From an optimization exercise on the open Yosys and OpenROAD flow, aimed at small area; shortcuts taken in it are not production practice. The RTL was checked by simulation tests, not by an equivalence proof against the original design. No driver is modelled on the clock port, so clock power and skew are understated where the tree is cut down; a real chip needs a root buffer or a tree. Power is estimated from default activity; no workload was simulated.

==> module uart_rx, before the edit <==
module uart_rx (
	input 				clk,
	input 				rst_n,
	input 				hold,
	output 	 			recv_en,
	output reg 	[ 7:0] 	data_r,
	input 				rx_pin
);
localparam [8:0] T = 9'd42, XS = 9'd250, T2 = 9'd190;
localparam [3:0] PW = 4'd2, PS = 4'd7, PP2 = 4'd1;
reg [8:0] rt;
reg [3:0] rp;
wire is_w  = rp == PW;
wire is_p2 = rp == PP2;
wire hit   = rt == T;
wire hit2  = rt == T2;
assign recv_en = is_p2 && hit2;
always @(posedge clk) begin
	rt <= is_w ? XS : {rt[7:0], rt[8] ^ rt[4] ^ hit};
	if (hit && rp[3] && !hold)
		data_r[rp[2:0]] <= rx_pin;
	if (!rst_n)
		rp <= PW;
	else if (is_w) begin
		if (!rx_pin)
			rp <= PS;
	end else if (is_p2 ? hit2 : hit)
		rp <= rp + 4'd1;
end
endmodule
==> module uart_tx, before the edit <==
module uart_tx (
	input 				clk,
	input 				rst_n,
	input 				send_en,
	output 	 			send_busy,
	input 				rom,
	input 		[ 7:0] 	gbyte,
	input 		[ 7:0] 	rx_buf,
	output reg 			tx_pin
);
localparam [8:0] T = 9'd42, S0 = 9'd85;
localparam [3:0] PW = 4'd1, PS = 4'd7;
reg [8:0] tt;
reg [3:0] ph;
wire is_w  = ph == PW;
wire hit   = tt == T;
wire first = tt == S0;
assign send_busy = !is_w;
wire [7:0] byte_now = rom ? gbyte : rx_buf;
always @(posedge clk) begin
	tt <= is_w ? S0 : {tt[7:0], tt[8] ^ tt[4] ^ hit};
	if (!rst_n) begin
		ph 		<= PW;
		tx_pin 	<= 1'b1;
	end else begin
		if (is_w) begin
			if (send_en)
				ph <= PS;
		end else if (hit)
			ph <= ph + 4'd1;
		if (first)
			tx_pin <= ph[3] ? byte_now[ph[2:0]] : !ph[2];
	end
end
endmodule
clock: 20.0 ns
lec_check: 0
cap_margin: 0
core_area: 2.3 2.72 57.5 59.84
die_area: 0 0 59.8 62.56
gpl_timing_driven: 0
hold_slack_margin: 0
place_density: 0.88
slew_margin: 0
standard.sh (not shown) runs the stock make flow with config.mk's settings and CLKGATE_MAP_FILE= SYNTH_SCRIPT=/design/flow/synth_recipe.tcl, a recipe that flattens the netlist after the stock synthesis.
==> flow/flow/run.sh <==
#!/bin/bash
# Own flow: the standard layout (standard.sh) with these changes.
#  1. Synthesis: ABC maps the logic with flow/area.abc (area-oriented) in
#     place of ORFS's speed script, and ORFS's adder mapping is off. The
#     registers, their names and cell types are the standard synthesis's
#     (dfflibmap runs before ABC and is unchanged).
#  2. Clock tree: flow/cts1.tcl in place of ORFS's CTS step: the clock port
#     drives four clock buffers, each driving the registers near it.
set -euo pipefail
HERE=$(pwd)
RES="$HERE/orfs/results/sky130hd/uart_top/base"
cat > "$HERE/own_synth.tcl" <<EOT
proc synth {args} { yosys synth -nofsm -noshare {*}\$args }
proc abc {args} {
  set i [lsearch -exact \$args -script]
  if {\$i >= 0} { lset args [expr {\$i + 1}] {$HERE/flow/area.abc} }
  yosys abc {*}\$args
}
source \$::env(SCRIPTS_DIR)/synth.tcl
# left out here: clear keep_hierarchy, flatten, clean up
yosys rename -hide {w:*\$func\$*}
write_verilog -noattr -nohex -nodec \$::env(RESULTS_DIR)/1_2_yosys.v
EOT
ARGS=(SYNTH_SCRIPT="$HERE/own_synth.tcl" ADDER_MAP_FILE= BUFFER_PORTS_ARGS="-buffer_cell sky130_fd_sc_hd__buf_1")
bash standard.sh "${ARGS[@]}" place > "$HERE/orfs_to_place.log" 2>&1
RES="$RES" CTS_GROUPS=4 CTS_BUF=sky130_fd_sc_hd__clkbuf_8 \
  openroad -no_init -exit "$HERE/flow/cts1.tcl" > "$HERE/cts1.log" 2>&1
cp "$RES/4_1_cts.odb" "$RES/4_cts.odb"
bash standard.sh "${ARGS[@]}" finish > "$HERE/orfs_finish.log" 2>&1
test -s "$HERE/out/final.def"
Other scripts of this flow, unchanged in this note and not shown: flow/flow/area.abc, flow/flow/cts1.tcl
Rerun with:
--- a/flow/design.v
+++ b/flow/design.v
@@ -7,19 +7,23 @@
 	input 				rx_pin
 );
 localparam [8:0] T = 9'd42, XS = 9'd250, T2 = 9'd190;
 localparam [3:0] PW = 4'd2, PS = 4'd7, PP2 = 4'd1;
-reg [8:0] rt;
+reg [8:0] rq;		 
+localparam [8:0] POL = 9'b010101010;
+wire [8:0] rt = rq ^ POL;
 reg [3:0] rp;
+integer i;
 wire is_w  = rp == PW;
 wire is_p2 = rp == PP2;
 wire hit   = rt == T;
 wire hit2  = rt == T2;
 assign recv_en = is_p2 && hit2;
 always @(posedge clk) begin
-	rt <= is_w ? XS : {rt[7:0], rt[8] ^ rt[4] ^ hit};
-	if (hit && rp[3] && !hold)
-		data_r[rp[2:0]] <= rx_pin;
+	rq <= POL ^ (is_w ? XS : {rt[7:0], rt[8] ^ rt[4] ^ hit});
+	for (i = 0; i < 8; i = i + 1)
+		if (hit && rp == 4'd8 + i && !hold)
+			data_r[i] <= rx_pin;
 	if (!rst_n)
 		rp <= PW;
 	else if (is_w) begin
 		if (!rx_pin)
@@ -39,17 +43,19 @@
 	output reg 			tx_pin
 );
 localparam [8:0] T = 9'd42, S0 = 9'd85;
 localparam [3:0] PW = 4'd1, PS = 4'd7;
-reg [8:0] tt;
+reg [8:0] tq;		 
+localparam [8:0] POL = 9'b101010101;
+wire [8:0] tt = tq ^ POL;
 reg [3:0] ph;
 wire is_w  = ph == PW;
 wire hit   = tt == T;
 wire first = tt == S0;
 assign send_busy = !is_w;
 wire [7:0] byte_now = rom ? gbyte : rx_buf;
 always @(posedge clk) begin
-	tt <= is_w ? S0 : {tt[7:0], tt[8] ^ tt[4] ^ hit};
+	tq <= POL ^ (is_w ? S0 : {tt[7:0], tt[8] ^ tt[4] ^ hit});
 	if (!rst_n) begin
 		ph 		<= PW;
 		tx_pin 	<= 1'b1;
 	end else begin
After rerunning: The new run ran to the end with no violations; synthesized cell count falls by a little under a tenth; sequential power came out higher by about a fifth; die area stays the same; critical path depth increases by 3; cell area fell by a few percent; clock power shrinks by a few percent; power went up by a quarter to a third; hold slack gets better by 0.0061 ns; sequential share of layout area goes up by 1.8 points; routed wire length is lower by roughly a tenth; utilization drops by 2.5 points; final cell count goes down by a little under a tenth.
In every run of this note, the design's own scripts or RTL, not TritonCTS, make the clock network.

## separate check: timing with driven ports
The flow's constraints put no driver on any port. The routed layouts listed below were extracted and timed again, unchanged, in two steps. Step 1 sets driving cells, clkbuf_16 on the clock port and buf_2 on the other inputs (assumed; they add their load-dependent delay and slew). Step 2 moves the port delays by t, midway between the first and last clock arrival at a register: inputs arrive t later, outputs are due t later. That takes back most of the time a late clock gives input paths. Slacks: ideal / step 1 / step 2; pairs: ideal / step 1.
run | t (ns) | setup WS [ns] | pins driven straight from the clock port
the first run | 0.212 | 15.068 / 15.102 / 14.890 | 4
the second run | 0.205 | 14.839 / 14.869 / 14.664 | 4
After both steps every run listed still meets setup and hold. The setup slack of the first run, which loses most, moves by +0.034 ns with the drivers and by -0.178 ns with both steps.
